This design comes from an exercise in tuning for small area on the open sky130 flow, not from production work.
At most, simulation tests tie the RTL to the original design; equivalence was not proved.
For runs 3 and 4, only the layout was checked, not whether the RTL still works.

<file path="flow/flow/abc_amap.script">
strash
dch
amap
topo
</file>
<file path="flow/standard.sh">
#!/bin/bash
# synth_recipe.tcl (not shown) runs the flow's synth.tcl, then flattens the netlist and writes it again
# the make line also repeats each setting of config.mk as NAME=value (left out here)
make -C /OpenROAD-flow-scripts/flow DESIGN_CONFIG=/design/flow/config.mk WORK_HOME=/design/flow/orfs CLKGATE_MAP_FILE= SYNTH_SCRIPT=/design/flow/synth_recipe.tcl "${@:-finish}"
</file>
<file path="flow/constraint.sdc">
create_clock -name core_clock -period 10.0 [get_ports {AUD_BCLK}]
set_input_delay 2.0000 -clock core_clock [delete_from_list [all_inputs] [get_ports {AUD_BCLK}]]
set_output_delay 2.0000 -clock core_clock [all_outputs]
set_load 0.01 [all_outputs]
</file>
<file path="flow/flow/run.sh">
#!/bin/bash
# Own layout flow: the standard flow (standard.sh) with three changes.
#  - Synthesis is synth_recipe.tcl unchanged except that its ABC call (the
#    mapping of the logic between the registers to cells, after the
#    registers are mapped) uses the area-oriented script abc_amap.script.
#  - The clock tree is built without dummy loads, from clusters of up to
#    24 sinks.
#  - The ports are buffered with buf_1 cells.
# standard.sh's output goes to standard.log, each ORFS step's to orfs/logs.
set -euo pipefail
here=$(pwd)
{
  echo 'proc abc {args} {'
  echo '  set i [lsearch $args -script]'
  echo "  if {\$i >= 0} { lset args [expr {\$i + 1}] $here/flow/abc_amap.script }"
  echo '  yosys abc {*}$args'
  echo '}'
  cat synth_recipe.tcl
} > flow/area_synth.tcl
grep -q 'SYNTH_SCRIPT=' standard.sh
sed "s#SYNTH_SCRIPT=[^ ]*#SYNTH_SCRIPT=$here/flow/area_synth.tcl#" standard.sh > flow/standard_area.sh
export CTS_ARGS="-sink_clustering_enable -repair_clock_nets -sink_clustering_size 24 -sink_clustering_max_diameter 100 -buf_list sky130_fd_sc_hd__clkbuf_16 -dont_use_dummy_load"
export BUFFER_PORTS_ARGS="-buffer_cell sky130_fd_sc_hd__buf_1"
bash flow/standard_area.sh > standard.log 2>&1
</file>
<file path="flow/config.mk">
export PLATFORM = sky130hd
export DESIGN_NAME = AudioEffects
export DESIGN_NICKNAME = AudioEffects
export VERILOG_FILES = /design/flow/design.v
export SDC_FILE = /design/flow/constraint.sdc
export NUM_CORES = 4
export LEC_CHECK = 0
export ABC_AREA = 1
export CAP_MARGIN = 20
export CORE_MARGIN = 2
export CORE_UTILIZATION = 40
export CTS_BUF_LIST = sky130_fd_sc_hd__clkbuf_16
export CTS_CLUSTER_DIAMETER = 100
export CTS_CLUSTER_SIZE = 24
export SLEW_MARGIN = 20
</file>
<file path="flow/design.v">
module AudioADC(
input AUD_BCLK,
input rst,
input AUD_ADCLRCK,
input AUD_ADCDAT,
output reg [15:0] dataL,
output reg [15:0] dataR
);
localparam START = 2'd0, WAIT = 2'd1, BITS = 2'd2, DONE = 2'd3;
reg [1:0] s;
reg [4:0] count;
reg [31:0] shift;
reg doneD;
always @(posedge AUD_BCLK or negedge rst)
begin
	if (rst == 0)
		begin
			s <= START;
			count <= 5'd31;
		end
	else
		case (s)
			START: s <= WAIT;
			WAIT:  if (AUD_ADCLRCK) s <= BITS;
			BITS:
				begin
					count <= count - 5'd1;  
					if (count == 5'd0) s <= DONE;
				end
			DONE:  s <= WAIT;
		endcase
end
always @(posedge AUD_BCLK)
begin
	shift <= {shift[30:0], AUD_ADCDAT};
	doneD <= (s == DONE);
	if (s == DONE)
		dataL <= shift[31:16];
	if (doneD)
		dataR <= shift[16:1];
end
endmodule
module AudioDAC(
input AUD_BCLK,
input rst,
input AUD_DACLRCK,
input [15:0] half,
input inv,
output load,
output reg loadLo,
output AUD_DACDAT
);
localparam START = 2'd0, WAIT = 2'd1, BITS = 2'd2, DONE = 2'd3;
reg [1:0] s;
reg [4:0] count;
reg [31:0] sr;
reg msb;
reg invert;
assign load = (s == WAIT) & AUD_DACLRCK;
always @(posedge AUD_BCLK or negedge rst)
begin
	if (rst == 0)
		begin
			s <= START;
			count <= 5'd31;
		end
	else
		case (s)
			START: s <= WAIT;
			WAIT:  if (AUD_DACLRCK) s <= BITS;
			BITS:
				begin
					count <= count - 5'd1;  
					if (count == 5'd0) s <= DONE;
				end
			DONE:  s <= WAIT;
		endcase
end
always @(posedge AUD_BCLK)
begin
	loadLo <= load;
	if (load)
		begin
			msb <= half[15];
			invert <= inv;
		end
	if (load)
		sr <= {half, sr[14:0], sr[31]};
	else if (loadLo)
		sr <= {sr[30:16], half, sr[31]};
	else
		sr <= {sr[30:0], sr[31]};
end
assign AUD_DACDAT = ((s == BITS) ? sr[31] : msb) ^ invert;
endmodule
module FxCore(
input [143:0] xl,
input [143:0] xr,
input [15:0] dflt,
input chR,
input lpf,
input hpf,
input comb,
input mavg,
output [15:0] y
);
wire ncomb = ~comb;
wire useO = lpf | mavg;           
wire useE = hpf | mavg;           
wire [143:0] x = chR ? xr : xl;
wire [15:0] u0 = {~x[15], x[14:0]};
wire [15:0] u1 = {~x[31], x[30:16]};
wire [15:0] u2 = {~x[47], x[46:32]};
wire [15:0] u3 = {~x[63], x[62:48]};
wire [15:0] u4 = {~x[79], x[78:64]};
wire [15:0] u5 = {~x[95], x[94:80]};
wire [15:0] u6 = {~x[111], x[110:96]};
wire [15:0] u7 = {~x[127], x[126:112]};
wire [15:0] u8 = {~x[143], x[142:128]};
wire [15:0] ud = {~dflt[15], dflt[14:0]};
wire hs1;
wire hc2;
wire fs3;
wire fc4;
wire fs5;
wire fc6;
wire fs7;
wire fc8;
wire fs9;
wire fc10;
wire fs11;
wire fc12;
wire fs13;
wire fc14;
wire fs15;
wire fc16;
wire fs17;
wire fc18;
wire fs19;
wire fc20;
wire fs21;
wire fc22;
wire fs23;
wire fc24;
wire fs25;
wire fc26;
wire fs27;
wire fc28;
wire fs29;
wire fc30;
wire fs31;
wire fc32;
wire hs33;
wire hc34;
wire fs35;
wire fc36;
wire fs37;
wire fc38;
wire fs39;
wire fc40;
wire fs41;
wire fc42;
wire fs43;
wire fc44;
wire fs45;
wire fc46;
wire fs47;
wire fc48;
wire fs49;
wire fc50;
wire fs51;
wire fc52;
wire fs53;
wire fc54;
wire fs55;
wire fc56;
wire fs57;
wire fc58;
wire fs59;
wire fc60;
wire fs61;
wire fc62;
wire fs63;
wire fc64;
wire hs65;
wire hc66;
wire fs67;
wire fc68;
wire fs69;
wire fc70;
wire fs71;
wire fc72;
wire fs73;
wire fc74;
wire fs75;
wire fc76;
wire fs77;
wire fc78;
wire fs79;
wire fc80;
wire fs81;
wire fc82;
wire fs83;
wire fc84;
wire fs85;
wire fc86;
wire fs87;
wire fc88;
wire fs89;
wire fc90;
wire fs91;
wire fc92;
wire fs93;
wire fc94;
wire fs95;
wire fc96;
wire hs97;
wire hc98;
wire fs99;
wire fc100;
wire fs101;
wire fc102;
wire fs103;
wire fc104;
wire fs105;
wire fc106;
wire fs107;
wire fc108;
wire fs109;
wire fc110;
wire fs111;
wire fc112;
wire fs113;
wire fc114;
wire fs115;
wire fc116;
wire fs117;
wire fc118;
wire fs119;
wire fc120;
wire fs121;
wire fc122;
wire fs123;
wire fc124;
wire fs125;
wire fc126;
wire fs127;
wire fc128;
wire [17:0] oa;
wire [17:0] ob;
wire [17:0] ea;
wire [17:0] eb;
wire fs129;
wire fc130;
wire fs131;
wire fc132;
wire fs133;
wire fc134;
wire fs135;
wire fc136;
wire fs137;
wire fc138;
wire fs139;
wire fc140;
wire fs141;
wire fc142;
wire fs143;
wire fc144;
wire fs145;
wire fc146;
wire fs147;
wire fc148;
wire fs149;
wire fc150;
wire fs151;
wire fc152;
wire fs153;
wire fc154;
wire fs155;
wire fc156;
wire fs157;
wire fc158;
wire fs159;
wire fc160;
wire hs161;
wire hc162;
wire fs163;
wire fc164;
wire hs165;
wire hc166;
wire fs167;
wire fc168;
wire hs169;
wire hc170;
wire hs171;
wire hc172;
wire fs173;
wire fc174;
wire fs175;
wire fc176;
wire fs177;
wire fc178;
wire fs179;
wire fc180;
wire fs181;
wire fc182;
wire fs183;
wire fc184;
wire fs185;
wire fc186;
wire fs187;
wire fc188;
wire fs189;
wire fc190;
wire fs191;
wire fc192;
wire fs193;
wire fc194;
wire fs195;
wire fc196;
wire fs197;
wire fc198;
wire fs199;
wire fc200;
wire fs201;
wire fc202;
wire fs203;
wire fc204;
wire fs205;
wire fc206;
wire hs207;
wire hc208;
wire fs209;
wire fc210;
wire fs211;
wire fc212;
wire fs213;
wire fc214;
wire fs215;
wire fc216;
wire fs217;
wire fc218;
wire fs219;
wire fc220;
wire fs221;
wire fc222;
wire fs223;
wire fc224;
wire fs225;
wire fc226;
wire fs227;
wire fc228;
wire fs229;
wire fc230;
wire fs231;
wire fc232;
wire fs233;
wire fc234;
wire fs235;
wire fc236;
wire fs237;
wire fc238;
wire fs239;
wire fc240;
wire fs241;
wire fc242;
wire fs243;
wire fc244;
wire [19:0] sa;
wire [19:0] sb;
wire [17:0] qa = {18{useO}} & oa;
wire [17:0] qb = {18{useO}} & ob;
wire [17:0] ra = {{2{useE}} & ea[17:16], ({16{useE}} & ea[15:0]) | ({16{comb}} & ~u8)};
wire [17:0] rb = {18{useE}} & eb;
wire [15:0] p = ((lpf | hpf | mavg) ? u4 : comb ? u0 : ud) ^ {16{hpf}};
assign hs1 = u1[0] ^ u3[0];
assign hc2 = u1[0] & u3[0];
assign fs3 = u1[1] ^ u3[1] ^ u5[1];
assign fc4 = (u1[1] & u3[1]) | (u5[1] & (u1[1] ^ u3[1]));
assign fs5 = u1[2] ^ u3[2] ^ u5[2];
assign fc6 = (u1[2] & u3[2]) | (u5[2] & (u1[2] ^ u3[2]));
assign fs7 = u1[3] ^ u3[3] ^ u5[3];
assign fc8 = (u1[3] & u3[3]) | (u5[3] & (u1[3] ^ u3[3]));
assign fs9 = u1[4] ^ u3[4] ^ u5[4];
assign fc10 = (u1[4] & u3[4]) | (u5[4] & (u1[4] ^ u3[4]));
assign fs11 = u1[5] ^ u3[5] ^ u5[5];
assign fc12 = (u1[5] & u3[5]) | (u5[5] & (u1[5] ^ u3[5]));
assign fs13 = u1[6] ^ u3[6] ^ u5[6];
assign fc14 = (u1[6] & u3[6]) | (u5[6] & (u1[6] ^ u3[6]));
assign fs15 = u1[7] ^ u3[7] ^ u5[7];
assign fc16 = (u1[7] & u3[7]) | (u5[7] & (u1[7] ^ u3[7]));
assign fs17 = u1[8] ^ u3[8] ^ u5[8];
assign fc18 = (u1[8] & u3[8]) | (u5[8] & (u1[8] ^ u3[8]));
assign fs19 = u1[9] ^ u3[9] ^ u5[9];
assign fc20 = (u1[9] & u3[9]) | (u5[9] & (u1[9] ^ u3[9]));
assign fs21 = u1[10] ^ u3[10] ^ u5[10];
assign fc22 = (u1[10] & u3[10]) | (u5[10] & (u1[10] ^ u3[10]));
assign fs23 = u1[11] ^ u3[11] ^ u5[11];
assign fc24 = (u1[11] & u3[11]) | (u5[11] & (u1[11] ^ u3[11]));
assign fs25 = u1[12] ^ u3[12] ^ u5[12];
assign fc26 = (u1[12] & u3[12]) | (u5[12] & (u1[12] ^ u3[12]));
assign fs27 = u1[13] ^ u3[13] ^ u5[13];
assign fc28 = (u1[13] & u3[13]) | (u5[13] & (u1[13] ^ u3[13]));
assign fs29 = u1[14] ^ u3[14] ^ u5[14];
assign fc30 = (u1[14] & u3[14]) | (u5[14] & (u1[14] ^ u3[14]));
assign fs31 = u1[15] ^ u3[15] ^ u5[15];
assign fc32 = (u1[15] & u3[15]) | (u5[15] & (u1[15] ^ u3[15]));
assign hs33 = hs1 ^ u5[0];
assign hc34 = hs1 & u5[0];
assign fs35 = fs3 ^ u7[1] ^ hc2;
assign fc36 = (fs3 & u7[1]) | (hc2 & (fs3 ^ u7[1]));
assign fs37 = fs5 ^ u7[2] ^ fc4;
assign fc38 = (fs5 & u7[2]) | (fc4 & (fs5 ^ u7[2]));
assign fs39 = fs7 ^ u7[3] ^ fc6;
assign fc40 = (fs7 & u7[3]) | (fc6 & (fs7 ^ u7[3]));
assign fs41 = fs9 ^ u7[4] ^ fc8;
assign fc42 = (fs9 & u7[4]) | (fc8 & (fs9 ^ u7[4]));
assign fs43 = fs11 ^ u7[5] ^ fc10;
assign fc44 = (fs11 & u7[5]) | (fc10 & (fs11 ^ u7[5]));
assign fs45 = fs13 ^ u7[6] ^ fc12;
assign fc46 = (fs13 & u7[6]) | (fc12 & (fs13 ^ u7[6]));
assign fs47 = fs15 ^ u7[7] ^ fc14;
assign fc48 = (fs15 & u7[7]) | (fc14 & (fs15 ^ u7[7]));
assign fs49 = fs17 ^ u7[8] ^ fc16;
assign fc50 = (fs17 & u7[8]) | (fc16 & (fs17 ^ u7[8]));
assign fs51 = fs19 ^ u7[9] ^ fc18;
assign fc52 = (fs19 & u7[9]) | (fc18 & (fs19 ^ u7[9]));
assign fs53 = fs21 ^ u7[10] ^ fc20;
assign fc54 = (fs21 & u7[10]) | (fc20 & (fs21 ^ u7[10]));
assign fs55 = fs23 ^ u7[11] ^ fc22;
assign fc56 = (fs23 & u7[11]) | (fc22 & (fs23 ^ u7[11]));
assign fs57 = fs25 ^ u7[12] ^ fc24;
assign fc58 = (fs25 & u7[12]) | (fc24 & (fs25 ^ u7[12]));
assign fs59 = fs27 ^ u7[13] ^ fc26;
assign fc60 = (fs27 & u7[13]) | (fc26 & (fs27 ^ u7[13]));
assign fs61 = fs29 ^ u7[14] ^ fc28;
assign fc62 = (fs29 & u7[14]) | (fc28 & (fs29 ^ u7[14]));
assign fs63 = fs31 ^ u7[15] ^ fc30;
assign fc64 = (fs31 & u7[15]) | (fc30 & (fs31 ^ u7[15]));
assign hs65 = u0[0] ^ u2[0];
assign hc66 = u0[0] & u2[0];
assign fs67 = u0[1] ^ u2[1] ^ u6[1];
assign fc68 = (u0[1] & u2[1]) | (u6[1] & (u0[1] ^ u2[1]));
assign fs69 = u0[2] ^ u2[2] ^ u6[2];
assign fc70 = (u0[2] & u2[2]) | (u6[2] & (u0[2] ^ u2[2]));
assign fs71 = u0[3] ^ u2[3] ^ u6[3];
assign fc72 = (u0[3] & u2[3]) | (u6[3] & (u0[3] ^ u2[3]));
assign fs73 = u0[4] ^ u2[4] ^ u6[4];
assign fc74 = (u0[4] & u2[4]) | (u6[4] & (u0[4] ^ u2[4]));
assign fs75 = u0[5] ^ u2[5] ^ u6[5];
assign fc76 = (u0[5] & u2[5]) | (u6[5] & (u0[5] ^ u2[5]));
assign fs77 = u0[6] ^ u2[6] ^ u6[6];
assign fc78 = (u0[6] & u2[6]) | (u6[6] & (u0[6] ^ u2[6]));
assign fs79 = u0[7] ^ u2[7] ^ u6[7];
assign fc80 = (u0[7] & u2[7]) | (u6[7] & (u0[7] ^ u2[7]));
assign fs81 = u0[8] ^ u2[8] ^ u6[8];
assign fc82 = (u0[8] & u2[8]) | (u6[8] & (u0[8] ^ u2[8]));
assign fs83 = u0[9] ^ u2[9] ^ u6[9];
assign fc84 = (u0[9] & u2[9]) | (u6[9] & (u0[9] ^ u2[9]));
assign fs85 = u0[10] ^ u2[10] ^ u6[10];
assign fc86 = (u0[10] & u2[10]) | (u6[10] & (u0[10] ^ u2[10]));
assign fs87 = u0[11] ^ u2[11] ^ u6[11];
assign fc88 = (u0[11] & u2[11]) | (u6[11] & (u0[11] ^ u2[11]));
assign fs89 = u0[12] ^ u2[12] ^ u6[12];
assign fc90 = (u0[12] & u2[12]) | (u6[12] & (u0[12] ^ u2[12]));
assign fs91 = u0[13] ^ u2[13] ^ u6[13];
assign fc92 = (u0[13] & u2[13]) | (u6[13] & (u0[13] ^ u2[13]));
assign fs93 = u0[14] ^ u2[14] ^ u6[14];
assign fc94 = (u0[14] & u2[14]) | (u6[14] & (u0[14] ^ u2[14]));
assign fs95 = u0[15] ^ u2[15] ^ u6[15];
assign fc96 = (u0[15] & u2[15]) | (u6[15] & (u0[15] ^ u2[15]));
assign hs97 = hs65 ^ u6[0];
assign hc98 = hs65 & u6[0];
assign fs99 = fs67 ^ u8[1] ^ hc66;
assign fc100 = (fs67 & u8[1]) | (hc66 & (fs67 ^ u8[1]));
assign fs101 = fs69 ^ u8[2] ^ fc68;
assign fc102 = (fs69 & u8[2]) | (fc68 & (fs69 ^ u8[2]));
assign fs103 = fs71 ^ u8[3] ^ fc70;
assign fc104 = (fs71 & u8[3]) | (fc70 & (fs71 ^ u8[3]));
assign fs105 = fs73 ^ u8[4] ^ fc72;
assign fc106 = (fs73 & u8[4]) | (fc72 & (fs73 ^ u8[4]));
assign fs107 = fs75 ^ u8[5] ^ fc74;
assign fc108 = (fs75 & u8[5]) | (fc74 & (fs75 ^ u8[5]));
assign fs109 = fs77 ^ u8[6] ^ fc76;
assign fc110 = (fs77 & u8[6]) | (fc76 & (fs77 ^ u8[6]));
assign fs111 = fs79 ^ u8[7] ^ fc78;
assign fc112 = (fs79 & u8[7]) | (fc78 & (fs79 ^ u8[7]));
assign fs113 = fs81 ^ u8[8] ^ fc80;
assign fc114 = (fs81 & u8[8]) | (fc80 & (fs81 ^ u8[8]));
assign fs115 = fs83 ^ u8[9] ^ fc82;
assign fc116 = (fs83 & u8[9]) | (fc82 & (fs83 ^ u8[9]));
assign fs117 = fs85 ^ u8[10] ^ fc84;
assign fc118 = (fs85 & u8[10]) | (fc84 & (fs85 ^ u8[10]));
assign fs119 = fs87 ^ u8[11] ^ fc86;
assign fc120 = (fs87 & u8[11]) | (fc86 & (fs87 ^ u8[11]));
assign fs121 = fs89 ^ u8[12] ^ fc88;
assign fc122 = (fs89 & u8[12]) | (fc88 & (fs89 ^ u8[12]));
assign fs123 = fs91 ^ u8[13] ^ fc90;
assign fc124 = (fs91 & u8[13]) | (fc90 & (fs91 ^ u8[13]));
assign fs125 = fs93 ^ u8[14] ^ fc92;
assign fc126 = (fs93 & u8[14]) | (fc92 & (fs93 ^ u8[14]));
assign fs127 = fs95 ^ u8[15] ^ fc94;
assign fc128 = (fs95 & u8[15]) | (fc94 & (fs95 ^ u8[15]));
assign oa = {1'b0, fc32, fs63, fs61, fs59, fs57, fs55, fs53, fs51, fs49, fs47, fs45, fs43, fs41, fs39, fs37, fs35, hs33};
assign ob = {1'b0, fc64, fc62, fc60, fc58, fc56, fc54, fc52, fc50, fc48, fc46, fc44, fc42, fc40, fc38, fc36, hc34, u7[0]};
assign ea = {1'b0, fc96, fs127, fs125, fs123, fs121, fs119, fs117, fs115, fs113, fs111, fs109, fs107, fs105, fs103, fs101, fs99, hs97};
assign eb = {1'b0, fc128, fc126, fc124, fc122, fc120, fc118, fc116, fc114, fc112, fc110, fc108, fc106, fc104, fc102, fc100, hc98, u8[0]};
assign fs129 = p[0] ^ qa[0] ^ qb[0];
assign fc130 = (p[0] & qa[0]) | (qb[0] & (p[0] ^ qa[0]));
assign fs131 = p[1] ^ qa[1] ^ qb[1];
assign fc132 = (p[1] & qa[1]) | (qb[1] & (p[1] ^ qa[1]));
assign fs133 = p[2] ^ qa[2] ^ qb[2];
assign fc134 = (p[2] & qa[2]) | (qb[2] & (p[2] ^ qa[2]));
assign fs135 = p[3] ^ qa[3] ^ qb[3];
assign fc136 = (p[3] & qa[3]) | (qb[3] & (p[3] ^ qa[3]));
assign fs137 = p[4] ^ qa[4] ^ qb[4];
assign fc138 = (p[4] & qa[4]) | (qb[4] & (p[4] ^ qa[4]));
assign fs139 = p[5] ^ qa[5] ^ qb[5];
assign fc140 = (p[5] & qa[5]) | (qb[5] & (p[5] ^ qa[5]));
assign fs141 = p[6] ^ qa[6] ^ qb[6];
assign fc142 = (p[6] & qa[6]) | (qb[6] & (p[6] ^ qa[6]));
assign fs143 = p[7] ^ qa[7] ^ qb[7];
assign fc144 = (p[7] & qa[7]) | (qb[7] & (p[7] ^ qa[7]));
assign fs145 = p[8] ^ qa[8] ^ qb[8];
assign fc146 = (p[8] & qa[8]) | (qb[8] & (p[8] ^ qa[8]));
assign fs147 = p[9] ^ qa[9] ^ qb[9];
assign fc148 = (p[9] & qa[9]) | (qb[9] & (p[9] ^ qa[9]));
assign fs149 = p[10] ^ qa[10] ^ qb[10];
assign fc150 = (p[10] & qa[10]) | (qb[10] & (p[10] ^ qa[10]));
assign fs151 = p[11] ^ qa[11] ^ qb[11];
assign fc152 = (p[11] & qa[11]) | (qb[11] & (p[11] ^ qa[11]));
assign fs153 = p[12] ^ qa[12] ^ qb[12];
assign fc154 = (p[12] & qa[12]) | (qb[12] & (p[12] ^ qa[12]));
assign fs155 = p[13] ^ qa[13] ^ qb[13];
assign fc156 = (p[13] & qa[13]) | (qb[13] & (p[13] ^ qa[13]));
assign fs157 = p[14] ^ qa[14] ^ qb[14];
assign fc158 = (p[14] & qa[14]) | (qb[14] & (p[14] ^ qa[14]));
assign fs159 = p[15] ^ qa[15] ^ qb[15];
assign fc160 = (p[15] & qa[15]) | (qb[15] & (p[15] ^ qa[15]));
assign hs161 = ra[15] ^ rb[15];
assign hc162 = ra[15] & rb[15];
assign fs163 = qa[16] ^ qb[16] ^ ra[16];
assign fc164 = (qa[16] & qb[16]) | (ra[16] & (qa[16] ^ qb[16]));
assign hs165 = rb[16] ^ 1'b1;
assign hc166 = rb[16] & 1'b1;
assign fs167 = qa[17] ^ qb[17] ^ ra[17];
assign fc168 = (qa[17] & qb[17]) | (ra[17] & (qa[17] ^ qb[17]));
assign hs169 = rb[17] ^ 1'b1;
assign hc170 = rb[17] & 1'b1;
assign hs171 = fs129 ^ ra[0];
assign hc172 = fs129 & ra[0];
assign fs173 = fs131 ^ ra[1] ^ rb[1];
assign fc174 = (fs131 & ra[1]) | (rb[1] & (fs131 ^ ra[1]));
assign fs175 = fs133 ^ ra[2] ^ rb[2];
assign fc176 = (fs133 & ra[2]) | (rb[2] & (fs133 ^ ra[2]));
assign fs177 = fs135 ^ ra[3] ^ rb[3];
assign fc178 = (fs135 & ra[3]) | (rb[3] & (fs135 ^ ra[3]));
assign fs179 = fs137 ^ ra[4] ^ rb[4];
assign fc180 = (fs137 & ra[4]) | (rb[4] & (fs137 ^ ra[4]));
assign fs181 = fs139 ^ ra[5] ^ rb[5];
assign fc182 = (fs139 & ra[5]) | (rb[5] & (fs139 ^ ra[5]));
assign fs183 = fs141 ^ ra[6] ^ rb[6];
assign fc184 = (fs141 & ra[6]) | (rb[6] & (fs141 ^ ra[6]));
assign fs185 = fs143 ^ ra[7] ^ rb[7];
assign fc186 = (fs143 & ra[7]) | (rb[7] & (fs143 ^ ra[7]));
assign fs187 = fs145 ^ ra[8] ^ rb[8];
assign fc188 = (fs145 & ra[8]) | (rb[8] & (fs145 ^ ra[8]));
assign fs189 = fs147 ^ ra[9] ^ rb[9];
assign fc190 = (fs147 & ra[9]) | (rb[9] & (fs147 ^ ra[9]));
assign fs191 = fs149 ^ ra[10] ^ rb[10];
assign fc192 = (fs149 & ra[10]) | (rb[10] & (fs149 ^ ra[10]));
assign fs193 = fs151 ^ ra[11] ^ rb[11];
assign fc194 = (fs151 & ra[11]) | (rb[11] & (fs151 ^ ra[11]));
assign fs195 = fs153 ^ ra[12] ^ rb[12];
assign fc196 = (fs153 & ra[12]) | (rb[12] & (fs153 ^ ra[12]));
assign fs197 = fs155 ^ ra[13] ^ rb[13];
assign fc198 = (fs155 & ra[13]) | (rb[13] & (fs155 ^ ra[13]));
assign fs199 = fs157 ^ ra[14] ^ rb[14];
assign fc200 = (fs157 & ra[14]) | (rb[14] & (fs157 ^ ra[14]));
assign fs201 = fs159 ^ hs161 ^ ncomb;
assign fc202 = (fs159 & hs161) | (ncomb & (fs159 ^ hs161));
assign fs203 = fs163 ^ hs165 ^ fc160;
assign fc204 = (fs163 & hs165) | (fc160 & (fs163 ^ hs165));
assign fs205 = fs167 ^ hs169 ^ fc164;
assign fc206 = (fs167 & hs169) | (fc164 & (fs167 ^ hs169));
assign hs207 = hs171 ^ rb[0];
assign hc208 = hs171 & rb[0];
assign fs209 = fs173 ^ fc130 ^ hc172;
assign fc210 = (fs173 & fc130) | (hc172 & (fs173 ^ fc130));
assign fs211 = fs175 ^ fc132 ^ fc174;
assign fc212 = (fs175 & fc132) | (fc174 & (fs175 ^ fc132));
assign fs213 = fs177 ^ fc134 ^ fc176;
assign fc214 = (fs177 & fc134) | (fc176 & (fs177 ^ fc134));
assign fs215 = fs179 ^ fc136 ^ fc178;
assign fc216 = (fs179 & fc136) | (fc178 & (fs179 ^ fc136));
assign fs217 = fs181 ^ fc138 ^ fc180;
assign fc218 = (fs181 & fc138) | (fc180 & (fs181 ^ fc138));
assign fs219 = fs183 ^ fc140 ^ fc182;
assign fc220 = (fs183 & fc140) | (fc182 & (fs183 ^ fc140));
assign fs221 = fs185 ^ fc142 ^ fc184;
assign fc222 = (fs185 & fc142) | (fc184 & (fs185 ^ fc142));
assign fs223 = fs187 ^ fc144 ^ fc186;
assign fc224 = (fs187 & fc144) | (fc186 & (fs187 ^ fc144));
assign fs225 = fs189 ^ fc146 ^ fc188;
assign fc226 = (fs189 & fc146) | (fc188 & (fs189 ^ fc146));
assign fs227 = fs191 ^ fc148 ^ fc190;
assign fc228 = (fs191 & fc148) | (fc190 & (fs191 ^ fc148));
assign fs229 = fs193 ^ fc150 ^ fc192;
assign fc230 = (fs193 & fc150) | (fc192 & (fs193 ^ fc150));
assign fs231 = fs195 ^ fc152 ^ fc194;
assign fc232 = (fs195 & fc152) | (fc194 & (fs195 ^ fc152));
assign fs233 = fs197 ^ fc154 ^ fc196;
assign fc234 = (fs197 & fc154) | (fc196 & (fs197 ^ fc154));
assign fs235 = fs199 ^ fc156 ^ fc198;
assign fc236 = (fs199 & fc156) | (fc198 & (fs199 ^ fc156));
assign fs237 = fs201 ^ fc158 ^ fc200;
assign fc238 = (fs201 & fc158) | (fc200 & (fs201 ^ fc158));
assign fs239 = fs203 ^ hc162 ^ fc202;
assign fc240 = (fs203 & hc162) | (fc202 & (fs203 ^ hc162));
assign fs241 = fs205 ^ hc166 ^ fc204;
assign fc242 = (fs205 & hc166) | (fc204 & (fs205 ^ hc166));
assign fs243 = fc168 ^ hc170 ^ fc206;
assign fc244 = (fc168 & hc170) | (fc206 & (fc168 ^ hc170));
assign sa = {1'b1, fs243, fs241, fs239, fs237, fs235, fs233, fs231, fs229, fs227, fs225, fs223, fs221, fs219, fs217, fs215, fs213, fs211, fs209, hs207};
assign sb = {fc244, fc242, fc240, fc238, fc236, fc234, fc232, fc230, fc228, fc226, fc224, fc222, fc220, fc218, fc216, fc214, fc212, fc210, hc208, comb};
wire [20:0] cc;    
wire [19:0] s0;    
wire [19:0] s;
assign cc[0] = 1'b0;
assign cc[7] = 1'b0;
assign cc[13] = 1'b0;
genvar gi;
generate for (gi = 0; gi < 20; gi = gi + 1) begin : rca
	assign s0[gi] = sa[gi] ^ sb[gi] ^ cc[gi];
	if (gi != 6 && gi != 12)
		assign cc[gi+1] = (sa[gi] & sb[gi]) | (cc[gi] & (sa[gi] ^ sb[gi]));
end endgenerate
assign s[6:0] = s0[6:0];
wire cin7 = (sa[6] & sb[6]) | (cc[6] & (sa[6] ^ sb[6]));
wire [13:7] ones7;   
assign ones7[7] = 1'b1;
generate for (gi = 7; gi < 13; gi = gi + 1) begin : inc7
	assign ones7[gi+1] = ones7[gi] & s0[gi];
	assign s[gi] = s0[gi] ^ (cin7 & ones7[gi]);
end endgenerate
wire cout13 = (sa[12] & sb[12]) | (cc[12] & (sa[12] ^ sb[12]));
wire cin13 = cout13 | (cin7 & ones7[13]);
wire [20:13] ones13;   
assign ones13[13] = 1'b1;
generate for (gi = 13; gi < 20; gi = gi + 1) begin : inc13
	assign ones13[gi+1] = ones13[gi] & s0[gi];
	assign s[gi] = s0[gi] ^ (cin13 & ones13[gi]);
end endgenerate
wire negfrac = s[19] & (s[2:0] != 3'd0);
wire [16:0] aones;   
wire [15:0] avg;
assign aones[0] = 1'b1;
genvar ai;
generate for (ai = 0; ai < 16; ai = ai + 1) begin : div
	assign aones[ai+1] = aones[ai] & s[ai+3];
	assign avg[ai] = s[ai+3] ^ (negfrac & aones[ai]);
end endgenerate
assign y = mavg ? avg : s[15:0];
endmodule
module AudioEffects(
input AUD_BCLK,
input rst,
input sw1,
input sw2,
input sw3,
input sw4,
input sw5,
input AUD_ADCDAT,
input AUD_ADCLRCK,
input AUD_DACLRCK,
output AUD_DACDAT
);
wire [15:0] adcL, adcR;
wire dacLoad;
wire phase;         
wire dacBit;
AudioADC myADC(
.AUD_BCLK(AUD_BCLK),
.rst(rst),
.AUD_ADCLRCK(AUD_ADCLRCK),
.AUD_ADCDAT(AUD_ADCDAT),
.dataL(adcL),
.dataR(adcR)
);
reg [143:0] lineL;
reg [143:0] lineR;
reg shiftR;
always @(posedge AUD_BCLK)
begin
	shiftR <= AUD_DACLRCK;
	if (AUD_DACLRCK == 1)
		lineL <= {lineL[127:0], adcL};
	if (shiftR == 1)
		lineR <= {lineR[127:0], adcR};
end
reg [3:0] selD;
always @(posedge AUD_BCLK)
	selD <= {sw5, sw4, sw3, sw2};
wire [3:0] sel = phase ? selD : {sw5, sw4, sw3, sw2};
wire [15:0] dflt = phase ? adcR : adcL;
wire lpf  = (sel == 4'b1000);
wire hpf  = (sel == 4'b0100);
wire comb = (sel == 4'b0010);
wire mavg = (sel == 4'b0001);
wire [15:0] half;
FxCore core(.xl(lineL), .xr(lineR), .dflt(dflt), .chR(phase),
	.lpf(lpf), .hpf(hpf), .comb(comb), .mavg(mavg),
	.y(half));
AudioDAC myDAC(
.AUD_BCLK(AUD_BCLK),
.rst(rst),
.AUD_DACLRCK(AUD_DACLRCK),
.half(half),
.inv(hpf),
.load(dacLoad),
.loadLo(phase),
.AUD_DACDAT(dacBit)
);
assign AUD_DACDAT = sw1 & dacBit;
endmodule
</file>
==> results.yml, run 1 <==
global_routing:
  antenna_found_initial: 0
  grt_pass1_wl_um: 55800
  first_global_vias: 9983
  track_usage_pct: 15.7
  overflow: 0
  grt_start_max_net_pins: 167
timing:
  tightest_slew_ps: 1030
  finalClockSkew_ps: 22.3
  min_period_over_period_pct: 92.7
  rsz0062_at_grt: "false"
  setup_viol: 0
  fin_ws_ps: 729
  clock.fmax_mhz: 108
  finalHoldViolCount: 0
  drv_slew: 0
  slew_headroom_pct: 31.1
  finalCriticalPeriod_ps: 9270
  fin_tns_setup_ps: 0
setup_path:
  r2r-start: "myDAC.loadLo"
  cp_top_family: "adder cells"
  crit_path_start_kind: "primary input"
  arrival_ps: 9680
  worst_path_most_repeated_cell: "fa_1"
  r2r_end: "myDAC.sr[16]"
  critPathMaxFanout: 6
  cp.buffers_inverters: 7
  r2r_cells: 39
  slowest_stage: "fa_1"
  cpPeakStageDelay_ps: 520
  crit_path_end_kind: "register"
  regToRegSetupSlack_ps: 790
  criticalPathCategory: "primary input to register"
  crit_required_ps: 10410
cts:
  clock_tree.root_cell: "clkbuf_16"
  clk_pin_slew_ps: 90
  htreeDepth: 1
  cts_tree: "built"
  hold_buffers: 0
  post_cts_buffers: 0
  cts_buffer_depth: 3
  postCtsResizedCells: 0
  cts_sinks: 407
  numCtsBuffers: 20
  clk_latency_ps: 540
route:
  wl_per_cell_um: 19.1
  num_vias: 9612
  drc_errors: 0
  routed_wirelength_um: 34400
  drtAntennaViolNets: 0
  dr.pass1.iters: 5
  vias_per_cell: 5.34
  drt-initial-drc-count: 766
finish:
  fin_nets: 1376
  antennaDiodeCount: 0
  final_cell_mix: "322 x edfxtp_1, 144 x o22ai_1, 129 x clkinv_1"
  drive_gt1_share_pct: 7.15
  fillers: 3839
  area_growth_pct: 9.25
  layout_commonest_cell: "edfxtp_1"
synth:
  synth-seq-area-share_pct: 65.1
  netlist_instances: 1164
  ys_warn_count: 3
  synth_cell_types: 31
  yosys_register_bits: 407
  netlist_area_mm2: 0.0176
  synth_nets: 1322
  synth_area_per_cell_um2: 15.1
run_status:
  status: "no timing/DRC/antenna violations"
placement:
  io_buffer_count: 10
  dp_slack_ps: -22.5
  place_hpwl_um: 22400
  gp_congestion: 0.825
worst_hold_path:
  hp-start: "myADC.shift[0]"
  holdCritPathClass: "register to register"
  hold_end: "myADC.shift[1]"
  whs_path_depth: 0
floorplan:
  ios: 11
  die_area_mm2: 0.0457
  die_h_um: 214
  core_area_mm2: 0.0433
  initial_core_util_pct: 40.7
  die_w_um: 214
  rows: 76
job:
  max_cap_viol_count: 0
==> final cells by class <==
| cell class | count | area, um^2 | share of cell area (%) |
|---|---|---|---|
| flip-flops and latches | 407 | 11500 | 59.6 |
| inverters | 138 | 564 | 2.94 |
| multi-input cells | 619 | 5720 | 29.8 |
| repair buffers | 32 | 244 | 1.27 |
| clock buffers | 20 | 500 | 2.60 |
| well taps | 585 | 732 | 3.81 |
==> how the worst max path moves through the flow <==
| stage | slack, ps | to | cells past startpoint | start |
|---|---|---|---|---|
| 6_report | 730 | myDAC.sr[16] | 38 | sw3 |
| 5_1_grt | 30 | myDAC.sr[16] | 45 | sw4 |
| 4_1_cts | 560 | myDAC.sr[16] | 38 | sw3 |
| 3_5_place_dp | -20 | myDAC.sr[16] | 38 | sw3 |
| 3_3_place_gp | 210 | myDAC.sr[16] | 38 | sw3 |
| 2_1_floorplan | -710 | myDAC.sr[16] | 43 | sw4 |
==> cells by family (layout without fill, tap and decap cells) <==
logic type / Yosys count / after routing / synth area share [%]
flip-flops: 407 / 407 / 65.1
AO/OA/AOI/OAI: 316 / 316 / 12.1
AND/OR/NAND/NOR: 154 / 154 / 3.90
adder cells (fa/ha/maj): 148 / 148 / 15.9
buffers and inverters: 138 / 190 / 2.94
XOR/XNOR: 1 / 1 / 0.0498
==> synthesized netlist by cell type <==
cell type  instances  area (um^2)
edfxtp_1         322         9670
o22ai_1          145          907
clkinv_1         138          518
fa_1             126         2520
dfxtp_1           71         1420
nor2_1            61          229
o22a_1            58          508
nand2_1           45          169
o21ai_0           36          180
a21oi_1           34          170
nor2b_1           25          156
ha_1              22          275
a22o_1            17          149
a221oi_1          12          105
dfstp_2           10          263
nand3_1            7         35.0
nor3_1             6         30.0
o32ai_1            6         52.6
a22oi_1            4         30.0
dfrtp_1            4          100
a31oi_1            3         18.8
nand4_1            2         12.5
or2_0              2         12.5
and2_0             1         6.26
and3_1             1         6.26
nand2b_1           1         6.26
nand4bb_1          1         11.3
nor4_1             1         6.26
o31ai_1            1         7.51
or3_1              1         6.26
xor2_1             1         8.76
==> layer usage <==
metal / vias up / part of all wire [%] / global-route usage (%)
met4: 0 / 2.1 / 3.47
met1: 4885 / 48 / 23.4
met3: 38 / 4.2 / 1.96
met2: 230 / 46 / 24.8
li1: 4459 / - / -
met5: - / 0 / 0
==> registers in the layout, indices dropped and copies added (netlist names), 4 cells and up <==
register and count:
myADC.dataL 16, lineR 144, lineL 144, myDAC.count 5, myADC.dataR 16, myADC.count 5, myADC.shift 32, selD 4
myDAC.sr 32
==> stage by stage <==
step / utilization [%] / hold WS, ps / instance area [um^2] / std cells
floorplan: - / 310 / 17700 / 1164
global placement: 43.3 / 316 / 18700 / 1781
detailed placement: 43.3 / 316 / 18700 / 1781
CTS: 44.4 / 339 / 19200 / 1801
global route: 44.4 / 343 / 19200 / 1801
finish: 44.4 / 334 / 19200 / 1801
==> inputs of run 2 (changes only) <==
--- a/flow/flow/run.sh
+++ b/flow/flow/run.sh
@@ -4,7 +4,7 @@
 #    mapping of the logic between the registers to cells, after the
 #    registers are mapped) uses the area-oriented script abc_amap.script.
 #  - The clock tree is built without dummy loads, from clusters of up to
-#    24 sinks.
+#    30 sinks.
 #  - The ports are buffered with buf_1 cells.
 # standard.sh's output goes to standard.log, each ORFS step's to orfs/logs.
 set -euo pipefail
@@ -19,6 +19,6 @@
 } > flow/area_synth.tcl
 grep -q 'SYNTH_SCRIPT=' standard.sh
 sed "s#SYNTH_SCRIPT=[^ ]*#SYNTH_SCRIPT=$here/flow/area_synth.tcl#" standard.sh > flow/standard_area.sh
-export CTS_ARGS="-sink_clustering_enable -repair_clock_nets -sink_clustering_size 24 -sink_clustering_max_diameter 100 -buf_list sky130_fd_sc_hd__clkbuf_16 -dont_use_dummy_load"
+export CTS_ARGS="-sink_clustering_enable -repair_clock_nets -sink_clustering_size 30 -sink_clustering_max_diameter 110 -buf_list sky130_fd_sc_hd__clkbuf_16 -dont_use_dummy_load"
 export BUFFER_PORTS_ARGS="-buffer_cell sky130_fd_sc_hd__buf_1"
 bash flow/standard_area.sh > standard.log 2>&1
--- a/flow/config.mk
+++ b/flow/config.mk
@@ -10,6 +10,6 @@
 export CORE_MARGIN = 2
 export CORE_UTILIZATION = 40
 export CTS_BUF_LIST = sky130_fd_sc_hd__clkbuf_16
-export CTS_CLUSTER_DIAMETER = 100
-export CTS_CLUSTER_SIZE = 24
+export CTS_CLUSTER_DIAMETER = 110
+export CTS_CLUSTER_SIZE = 30
 export SLEW_MARGIN = 20
==> results.yml, run 2 <==
global_routing:
  grt_start_max_net_pins: 167
  track_usage_pct: 15.7
  overflow: 0
  first_global_vias: 9973
  grt_pass1_wl_um: 55800
  antenna_found_initial: 0
job:
  max_cap_viol_count: 0
setup_path:
  slowest_stage: "dfxtp_4"
  arrival_ps: 9690
  crit_path_start_kind: "register"
  crit_path_end_kind: "register"
  crit_required_ps: 10410
  critPathMaxFanout: 166
  worst_path_most_repeated_cell: "fa_2"
  cpPeakStageDelay_ps: 660
  criticalPathCategory: "register to register"
synth:
  synth_cell_types: 31
  synth-edff-count: 322
  synth-seq-area-share_pct: 65.1
  async_reset_ff_share_pct: 3.44
  netlist_area_mm2: 0.0176
  synth_nets: 1322
  ys_warn_count: 3
  synthFlopType: "edfxtp_1"
  synthTopCellsByCount: "322 x edfxtp_1, 145 x o22ai_1, 138 x clkinv_1"
  yosys.area.top_type_share_pct: 55.0
  yosys_register_bits: 407
  yosysTopAreaCell: "edfxtp_1"
  post-synth-top-count-cell: "edfxtp_1"
  synthTopCellsByArea: "edfxtp_1 55%, fa_1 14%, dfxtp_1 8.1%"
  netlist_instances: 1164
  synth_area_per_cell_um2: 15.1
cts:
  clk_pin_slew_ps: 110
  cts_buffer_depth: 3
  cts_tree: "built"
  hold_buffers: 0
  clock_tree.root_cell: "clkbuf_16"
  numCtsBuffers: 17
  clk_latency_ps: 540
  htreeDepth: 1
  cts_sinks: 407
placement:
  place_hpwl_um: 22400
  gp_congestion: 0.825
  dp.cells: 1781
  io_buffer_count: 10
  postPlaceCellArea_mm2: 0.0187
run_status:
  status: "no timing/DRC/antenna violations"
floorplan:
  die_area_mm2: 0.0457
  initial_core_util_pct: 40.7
  rows: 76
  die_w_um: 214
  ios: 11
  core_area_mm2: 0.0433
  die_h_um: 214
route:
  routed_wirelength_um: 34400
  dr.pass1.iters: 5
  drtAntennaViolNets: 0
  drc_errors: 0
  vias_per_cell: 5.35
  num_vias: 9620
  drt-initial-drc-count: 734
  wl_per_cell_um: 19.1
finish:
  fin_nets: 1373
  drive_gt1_share_pct: 6.92
  final_cell_area_mm2: 0.0191
  layout_commonest_cell: "edfxtp_1"
  instances_no_fill: 1799
  final_cell_mix: "322 x edfxtp_1, 144 x o22ai_1, 129 x clkinv_1"
  final_util_pct: 44.3
  reg.largest.list: "lineL: 144 flops, lineR: 144 flops"
  area_growth_pct: 8.84
worst_hold_path:
  holdCritPathClass: "register to register"
timing:
  slew_headroom_pct: 31.2
  finalCriticalPeriod_ps: 9280
  rsz0062_at_grt: "false"
  clock.fmax_mhz: 108
  finalHoldViolCount: 0
  whs_ps: 336
  finalClockSkew_ps: 22.1
  drv_slew: 0
  min_period_over_period_pct: 92.8
  tightest_slew_ps: 1030
  setup_viol: 0
[run 2: cell type report]
class,count,area (um^2)
fillers,3847,24100
multi-input cells,619,5720
diodes,1,2.50
repair buffers,32,244
well taps,585,732
flip-flops and latches,407,11500
clock buffers,17,425
inverters,138,564
[run 2: critical path, delay by kind of cell (launching register included)]
kind                       cells  cell delay (ps)
AOI/OAI and AO/OA              7             1290
and+or+nand+nor               15             1960
DFF                            1              660
buffers and inverters          6              780
adders and majority gates     11             4070
[run 2: timing repair]
item                                    in CTS  in global routing
buffers inserted                             0                  0
endpoints found under the setup margin       0                  1
gates resized for setup                      0                  1
[run 2: final timing paths]
check,start,end,slack (ps),cells after the start
worst max-delay path,myDAC.loadLo,myDAC.sr[16],720,39
worst min-delay path,myADC.shift[0],myADC.shift[1],340,0
worst max register to register,myDAC.loadLo,myDAC.sr[16],720,39
worst min register to register,myADC.shift[0],myADC.shift[1],340,0
max in group asynchronous,rst,myDAC.s[0],7990,1
min in group asynchronous,rst,myADC.s[0],1520,1
[run 2: routing by layer]
layer | global-route usage [%] | vias up | share of wire [%]
met1 | 23.4 | 4924 | 48
met3 | 2.12 | 40 | 4.2
li1 | - | 4450 | -
met5 | 0 | - | 0
met4 | 3.26 | 0 | 1.8
met2 | 24.8 | 206 | 46
[run 2: stage by stage]
stage	TNS, ps	worst slack (ps)
floorplan	-11030	-709
global placement	0	214
detailed placement	-22.5	-22.5
CTS	0	552
global route	0	35.0
finish	0	721
[run 2: cells by family (layout without fill, tap and decap cells)]
kind of cell | count (synthesis) | count (layout) | share of synthesized area, %
flops | 407 | 407 | 65.1
compound gates | 316 | 316 | 12.1
simple gates | 154 | 154 | 3.90
fa+ha+maj | 148 | 148 | 15.9
buf+inv | 138 | 187 | 2.94
xor+xnor | 1 | 1 | 0.0498
other cells | 0 | 1 | 0
==> inputs of run 3 (changes only) <==
--- a/flow/design.v
+++ b/flow/design.v
@@ -627,29 +627,29 @@
 wire [19:0] s0;    
 wire [19:0] s;
 assign cc[0] = 1'b0;
-assign cc[7] = 1'b0;
-assign cc[13] = 1'b0;
+assign cc[6] = 1'b0;
+assign cc[12] = 1'b0;
 genvar gi;
 generate for (gi = 0; gi < 20; gi = gi + 1) begin : rca
 	assign s0[gi] = sa[gi] ^ sb[gi] ^ cc[gi];
-	if (gi != 6 && gi != 12)
+	if (gi != 5 && gi != 11)
 		assign cc[gi+1] = (sa[gi] & sb[gi]) | (cc[gi] & (sa[gi] ^ sb[gi]));
 end endgenerate
-assign s[6:0] = s0[6:0];
-wire cin7 = (sa[6] & sb[6]) | (cc[6] & (sa[6] ^ sb[6]));
-wire [13:7] ones7;   
-assign ones7[7] = 1'b1;
-generate for (gi = 7; gi < 13; gi = gi + 1) begin : inc7
-	assign ones7[gi+1] = ones7[gi] & s0[gi];
-	assign s[gi] = s0[gi] ^ (cin7 & ones7[gi]);
+assign s[5:0] = s0[5:0];
+wire cin6 = (sa[5] & sb[5]) | (cc[5] & (sa[5] ^ sb[5]));
+wire [12:6] ones6;   
+assign ones6[6] = 1'b1;
+generate for (gi = 6; gi < 12; gi = gi + 1) begin : inc6
+	assign ones6[gi+1] = ones6[gi] & s0[gi];
+	assign s[gi] = s0[gi] ^ (cin6 & ones6[gi]);
 end endgenerate
-wire cout13 = (sa[12] & sb[12]) | (cc[12] & (sa[12] ^ sb[12]));
-wire cin13 = cout13 | (cin7 & ones7[13]);
-wire [20:13] ones13;   
-assign ones13[13] = 1'b1;
-generate for (gi = 13; gi < 20; gi = gi + 1) begin : inc13
-	assign ones13[gi+1] = ones13[gi] & s0[gi];
-	assign s[gi] = s0[gi] ^ (cin13 & ones13[gi]);
+wire cout12 = (sa[11] & sb[11]) | (cc[11] & (sa[11] ^ sb[11]));
+wire cin12 = cout12 | (cin6 & ones6[12]);
+wire [20:12] ones12;   
+assign ones12[12] = 1'b1;
+generate for (gi = 12; gi < 20; gi = gi + 1) begin : inc12
+	assign ones12[gi+1] = ones12[gi] & s0[gi];
+	assign s[gi] = s0[gi] ^ (cin12 & ones12[gi]);
 end endgenerate
 wire negfrac = s[19] & (s[2:0] != 3'd0);
 wire [16:0] aones;   
==> flow/flow/area_synth.tcl (new file) <==
proc abc {args} {
  set i [lsearch $args -script]
  if {$i >= 0} { lset args [expr {$i + 1}] /design/flow/flow/abc_amap.script }
  yosys abc {*}$args
}
proc synth {args} { yosys synth -nofsm -noshare {*}$args }
source $::env(SCRIPTS_DIR)/synth.tcl
# left out here: clear keep_hierarchy, flatten, clean up, hide names made inside functions, write 1_2_yosys.v
==> flow/flow/standard_area.sh (new file) <==
#!/bin/bash
# The standard flow's own layout of this design, on the ORFS make targets given (by default finish). After
# finish it leaves the final layout's DEF at /design/flow/out/final.def.
set -euo pipefail
make -C /OpenROAD-flow-scripts/flow DESIGN_CONFIG=/design/flow/config.mk WORK_HOME=/design/flow/orfs CLKGATE_MAP_FILE= SYNTH_SCRIPT=/design/flow/flow/area_synth.tcl ABC_AREA=1 CAP_MARGIN=20 CORE_MARGIN=2 CORE_UTILIZATION=40 CTS_BUF_LIST=sky130_fd_sc_hd__clkbuf_16 CTS_CLUSTER_DIAMETER=110 CTS_CLUSTER_SIZE=30 SLEW_MARGIN=20 "${@:-finish}"
if [[ -f /design/flow/orfs/results/sky130hd/AudioEffects/base/6_final.odb ]]; then
  : # left out here: write the final layout as DEF
fi
==> results.yml, run 3 <==
synth:
  netlist_area_mm2: 0.0177
  synth-seq-area-share_pct: 64.8
  post-synth-top-count-cell: "edfxtp_1"
  async_reset_ff_share_pct: 3.44
  netlist_instances: 1182
  synthTopCellsByArea: "edfxtp_1 55%, fa_1 14%, dfxtp_1 8.0%"
  yosysTopAreaCell: "edfxtp_1"
  synth_cell_types: 33
  synth_nets: 1340
  ys_warn_count: 3
  synthFlopType: "edfxtp_1"
  yosys_register_bits: 407
  synth_area_per_cell_um2: 14.9
  yosys.area.top_type_share_pct: 54.7
  synth-edff-count: 322
  synthTopCellsByCount: "322 x edfxtp_1, 146 x clkinv_1, 131 x o22ai_1"
setup_path:
  slowest_stage: "fa_1"
  startpoint: "sw5"
  setup.worst_path.end: "myDAC.sr[5]"
  r2r_end: "myDAC.sr[5]"
  crit_path_start_kind: "primary input"
  r2r-start: "myDAC.loadLo"
  r2r_cells: 39
  cp_top_family: "adder cells"
  critPathMaxFanout: 18
  crit_path_end_kind: "register"
  regToRegSetupSlack_ps: 930
  cpPeakStageDelay_ps: 580
  crit_required_ps: 10430
  criticalPathCategory: "primary input to register"
  cp.buffers_inverters: 8
  arrival_ps: 9820
  path_depth: 39
placement:
  io_buffer_count: 10
  dp_slack_ps: 67.3
  gp_congestion: 0.814
  dp.cells: 1826
  place_hpwl_um: 23700
timing:
  whs_ps: 329
  tightest_slew_ps: 1080
  fin_ws_ps: 609
  setup_viol: 0
  drv_slew: 0
  rsz0062_at_grt: "false"
  slew_headroom_pct: 27.7
  min_period_over_period_pct: 93.9
  finalClockSkew_ps: 49.6
  clock.fmax_mhz: 106
  finalHoldViolCount: 0
  finalCriticalPeriod_ps: 9390
finish:
  final_cell_mix: "322 x edfxtp_1, 134 x clkinv_1, 129 x o22ai_1"
  instances_no_fill: 1843
  fillers: 3957
  fin_nets: 1411
  layout_commonest_cell: "edfxtp_1"
  final_util_pct: 44.3
  antennaDiodeCount: 0
  reg.largest.list: "lineL: 144 flops, lineR: 144 flops"
  area_growth_pct: 10.1
  drive_gt1_share_pct: 9.19
global_routing:
  track_usage_pct: 15.6
  grt_pass1_wl_um: 57200
  antenna_found_initial: 0
  first_global_vias: 9950
  grt_start_max_net_pins: 104
  overflow: 0
cts:
  htreeDepth: 1
  postCtsResizedCells: 0
  cts_sinks: 407
  post_cts_buffers: 0
  cts_tree: "built"
  cts_buffer_depth: 3
  hold_buffers: 0
  clock_tree.root_cell: "clkbuf_16"
  numCtsBuffers: 17
  clk_latency_ps: 540
  clk_pin_slew_ps: 110
route:
  drt-initial-drc-count: 810
  wl_per_cell_um: 19.1
  drc_errors: 0
  drtAntennaViolNets: 0
  vias_per_cell: 5.23
  num_vias: 9633
  dr.pass1.iters: 4
  routed_wirelength_um: 35300
worst_hold_path:
  whs_path_depth: 0
  hp-start: "myADC.shift[9]"
  holdCritPathClass: "register to register"
floorplan:
  initial_core_util_pct: 40.2
  rows: 77
  core_area_mm2: 0.0439
  die_h_um: 214
  ios: 11
  die_w_um: 214
  die_area_mm2: 0.0459
job:
  max_cap_viol_count: 0
run_status:
  status: "no timing/DRC/antenna violations"
-- run 3: changes by cell type in the layout (fill, tap and decap cells not counted), moves of 5 or more --
| cell | delta |
|---|---|
| clkinv_1 | +5 |
| buf_4 | +21 |
| nor2b_1 | -8 |
| o22a_1 | -19 |
| nor2_1 | +21 |
| nor2_2 | -5 |
| o32a_1 | +8 |
| o22ai_1 | -15 |
| a22o_1 | +14 |
-- run 3: worst min path at each step --
stage | to
after floorplan | myADC.shift[1]
after global placement | myADC.shift[1]
after detailed placement | myADC.shift[1]
after CTS | myADC.shift[10]
after global routing | myADC.shift[10]
final | myADC.shift[10]
-- run 3: logic make-up after synthesis --
kind of cell,count (synthesis),synth area share [%]
buf+inv,146,3.10
simple gates,167,4.14
xor+xnor,3,0.149
fa+ha+maj,148,15.8
flops,407,64.8
compound gates,311,11.9
-- run 3: routing by layer --
metal	up-vias	wire, um	global-route usage [%]
met4	0	506	2.52
met2	179	16200	24.5
met5	-	0	0
li1	4513	-	-
met3	26	1400	1.99
met1	4915	17200	23.8
-- run 3: area by class of cell --
class	instances	area [um^2]	share of cell area, %
flip-flops and latches	407	11500	58.9
multi-input cells	629	5850	30.1
repair buffers	52	382	1.96
clock buffers	17	425	2.19
inverters	146	591	3.04
well taps	592	741	3.81
-- run 3: worst register-to-register path: cells and delay by family (launching register included) --
| kind | cells | cell delay (ps) |
|---|---|---|
| flip-flops | 1 | 650 |
| adder cells (fa/ha/maj) | 8 | 3680 |
| AO/OA/AOI/OAI | 11 | 1980 |
| buffers and inverters | 8 | 1100 |
| AND/OR/NAND/NOR | 12 | 1540 |
-- run 3: through the flow --
step           TNS, ps  cell area, um^2
2_1_floorplan    -2110            17900
3_3_place_gp         0            19000
3_5_place_dp         0            19000
4_1_cts              0            19400
5_1_grt              0            19500
6_report             0            19500
==> inputs of run 4 (changes only) <==
--- a/flow/design.v
+++ b/flow/design.v
@@ -627,29 +627,29 @@
 wire [19:0] s0;    
 wire [19:0] s;
 assign cc[0] = 1'b0;
-assign cc[6] = 1'b0;
-assign cc[12] = 1'b0;
+assign cc[8] = 1'b0;
+assign cc[14] = 1'b0;
 genvar gi;
 generate for (gi = 0; gi < 20; gi = gi + 1) begin : rca
 	assign s0[gi] = sa[gi] ^ sb[gi] ^ cc[gi];
-	if (gi != 5 && gi != 11)
+	if (gi != 7 && gi != 13)
 		assign cc[gi+1] = (sa[gi] & sb[gi]) | (cc[gi] & (sa[gi] ^ sb[gi]));
 end endgenerate
-assign s[5:0] = s0[5:0];
-wire cin6 = (sa[5] & sb[5]) | (cc[5] & (sa[5] ^ sb[5]));
-wire [12:6] ones6;   
-assign ones6[6] = 1'b1;
-generate for (gi = 6; gi < 12; gi = gi + 1) begin : inc6
-	assign ones6[gi+1] = ones6[gi] & s0[gi];
-	assign s[gi] = s0[gi] ^ (cin6 & ones6[gi]);
+assign s[7:0] = s0[7:0];
+wire cin8 = (sa[7] & sb[7]) | (cc[7] & (sa[7] ^ sb[7]));
+wire [14:8] ones8;   
+assign ones8[8] = 1'b1;
+generate for (gi = 8; gi < 14; gi = gi + 1) begin : inc8
+	assign ones8[gi+1] = ones8[gi] & s0[gi];
+	assign s[gi] = s0[gi] ^ (cin8 & ones8[gi]);
 end endgenerate
-wire cout12 = (sa[11] & sb[11]) | (cc[11] & (sa[11] ^ sb[11]));
-wire cin12 = cout12 | (cin6 & ones6[12]);
-wire [20:12] ones12;   
-assign ones12[12] = 1'b1;
-generate for (gi = 12; gi < 20; gi = gi + 1) begin : inc12
-	assign ones12[gi+1] = ones12[gi] & s0[gi];
-	assign s[gi] = s0[gi] ^ (cin12 & ones12[gi]);
+wire cout14 = (sa[13] & sb[13]) | (cc[13] & (sa[13] ^ sb[13]));
+wire cin14 = cout14 | (cin8 & ones8[14]);
+wire [20:14] ones14;   
+assign ones14[14] = 1'b1;
+generate for (gi = 14; gi < 20; gi = gi + 1) begin : inc14
+	assign ones14[gi+1] = ones14[gi] & s0[gi];
+	assign s[gi] = s0[gi] ^ (cin14 & ones14[gi]);
 end endgenerate
 wire negfrac = s[19] & (s[2:0] != 3'd0);
 wire [16:0] aones;   
==> results.yml, run 4 <==
run_status:
  status: "no timing/DRC/antenna violations"
floorplan:
  initial_core_util_pct: 40.7
  die_h_um: 214
  die_area_mm2: 0.0459
  core_area_mm2: 0.0434
  die_w_um: 214
  rows: 76
  ios: 11
route:
  dr.pass1.iters: 4
  drc_errors: 0
  wl_per_cell_um: 18.9
  vias_per_cell: 5.25
  drtAntennaViolNets: 0
  drt-initial-drc-count: 921
  num_vias: 9721
  routed_wirelength_um: 35000
setup_path:
  arrival_ps: 9960
  critPathMaxFanout: 8
  cpPeakStageDelay_ps: 540
  crit_path_start_kind: "primary input"
  criticalPathCategory: "primary input to register"
  crit_path_end_kind: "register"
  worst_path_most_repeated_cell: "fa_2"
  crit_required_ps: 10460
  slowest_stage: "fa_1"
synth:
  synthTopCellsByArea: "edfxtp_1 55%, fa_1 14%, dfxtp_1 8.0%"
  synth_area_per_cell_um2: 14.8
  synth-seq-area-share_pct: 64.8
  ys_warn_count: 3
  synth_cell_types: 35
  netlist_area_mm2: 0.0177
  yosys_register_bits: 407
  yosysTopAreaCell: "edfxtp_1"
  synth-edff-count: 322
  synth_nets: 1348
  netlist_instances: 1190
  async_reset_ff_share_pct: 3.44
  synthTopCellsByCount: "322 x edfxtp_1, 143 x clkinv_1, 133 x o22ai_1"
  synthFlopType: "edfxtp_1"
  yosys.area.top_type_share_pct: 54.7
  post-synth-top-count-cell: "edfxtp_1"
finish:
  layout_commonest_cell: "edfxtp_1"
  seq_area_mm2: 0.0115
  reg.largest.list: "lineL: 144 flops, lineR: 144 flops"
  fin_nets: 1426
  multi_input_area_mm2: 0.00586
  final_cell_mix: "322 x edfxtp_1, 138 x clkinv_1, 128 x o22ai_1"
  fillers: 3932
  area_growth_pct: 10.5
  antennaDiodeCount: 0
  drive_gt1_share_pct: 8.61
timing:
  fin_ws_ps: 502
  drv_slew: 0
  finalClockSkew_ps: 29.2
  min_period_over_period_pct: 95.0
  slew_headroom_pct: 35.4
  setup_viol: 0
  finalCriticalPeriod_ps: 9500
  clock.fmax_mhz: 105
  fin_tns_setup_ps: 0
  finalHoldViolCount: 0
  rsz0062_at_grt: "false"
  tightest_slew_ps: 965
placement:
  io_buffer_count: 10
  place_hpwl_um: 23900
  dp_slack_ps: -105
  gp_congestion: 0.799
global_routing:
  grt_start_max_net_pins: 91
  first_global_vias: 10200
  antenna_found_initial: 0
  overflow: 0
  grt_pass1_wl_um: 57400
  track_usage_pct: 15.6
job:
  max_cap_viol_count: 0
cts:
  cts_buffer_depth: 3
  numCtsBuffers: 17
  cts_sinks: 407
  clk_pin_slew_ps: 110
  htreeDepth: 1
  cts_tree: "built"
  clock_tree.root_cell: "clkbuf_16"
  clk_latency_ps: 540
worst_hold_path:
  holdCritPathClass: "register to register"
-- run 4: through the flow --
stage	hold WS [ps]	std cells	area (um^2)	util, %
detailed placement	340	1833	19000	43.9
finish	351	1851	19500	45.0
global placement	334	1833	19000	43.9
CTS	347	1850	19500	44.9
floorplan	310	1190	17800	-
global route	353	1851	19500	45.0
-- run 4: cell type report --
type / count / share of cell area [%]
clock buffers: 17 / 2.18
inverters: 143 / 2.91
multi-input cells: 640 / 30.0
flip-flops and latches: 407 / 58.7
well taps: 585 / 3.75
repair buffers: 59 / 2.44
-- run 4: logic make-up (layout without fill, tap and decap cells) --
logic type               count (synthesis)  count (layout)  synth area share, %
flip-flops                             407             407                 64.8
AO/OA/AOI/OAI                          308             308                 11.6
AND/OR/NAND/NOR                        181             181                 4.59
adder cells (fa/ha/maj)                148             148                 15.8
buffers and inverters                  143             219                 3.04
XOR/XNOR                                 3               3                0.149
-- run 4: worst max-delay path, delay by kind of cell --
kind	cells	cell delay, ps
fa+ha+maj	11	3490
simple gates	9	2060
buf+inv	7	750
compound gates	7	1640
-- run 4: path summary, 6_finish.rpt --
check                          startpoint             end  slack, ps  depth (start not counted)
setup / recovery                      sw3    myDAC.sr[15]        500                         34
hold / removal             myADC.shift[0]  myADC.shift[1]        350                          0
setup reg to reg             myDAC.loadLo    myDAC.sr[15]        650                         27
hold reg to reg            myADC.shift[0]  myADC.shift[1]        350                          0
max in group asynchronous             rst      myDAC.s[0]       7940                          1
min in group asynchronous             rst      myADC.s[0]       1520                          1
-- run 4: layer usage --
layer | vias up | track usage (%) | part of all wire (%)
li1 | 4543 | - | -
met1 | 4990 | 24.3 | 50
met2 | 159 | 23.8 | 45
met3 | 29 | 1.79 | 3.5
met4 | 0 | 2.78 | 1.5
met5 | - | 0 | 0
-- run 4: timing repair --
| item | 4_1_cts | 5_1_grt |
|---|---|---|
| setup endpoints to repair | 0 | 5 |
| hold buffers | 0 | 0 |
| setup buffers | 0 | 0 |
| gates resized for setup | 0 | 7 |

[afterwards: timing with drivers on the ports]
In the flow no input, the clock included, has a driving cell. The finished layouts below were timed again as built, in two steps. Step 1 (the two cells are an assumption about what drives the block):
set clk [get_ports {AUD_BCLK}]
set_driving_cell -lib_cell sky130_fd_sc_hd__clkbuf_16 $clk
set_driving_cell -lib_cell sky130_fd_sc_hd__buf_2 [delete_from_list [all_inputs] $clk]
Step 2 moves the port delays by t, midway between the first and last clock arrival at a register: inputs arrive t later, outputs are due t later. That takes back most of the time a late clock gives input paths. Three values: ideal, step 1, step 2; two values: the first two.
| run | t, ns | setup WS [ns] | hold WS [ns] | worst register clock-pin slew, ns | cell pins on the clock port's net |
|---|---|---|---|---|---|
| run 1 | 0.583 | 0.729 / 0.758 / 0.176 | 0.334 / 0.334 / 0.334 | 0.10 / 0.10 | 1 |
| run 2 | 0.577 | 0.721 / 0.721 / 0.175 | 0.336 / 0.336 / 0.336 | 0.12 / 0.12 | 1 |
| run 3 | 0.571 | 0.609 / 0.639 / 0.069 | 0.329 / 0.329 / 0.329 | 0.12 / 0.12 | 1 |
| run 4 | 0.576 | 0.502 / 0.532 / -0.044 | 0.351 / 0.351 / 0.351 | 0.12 / 0.12 | 1 |
With both steps, setup timing fails in run 4, where it was met with ideal ports. The setup slack of run 1, which loses most, moves by +0.029 ns with the drivers and by -0.553 ns with both steps.
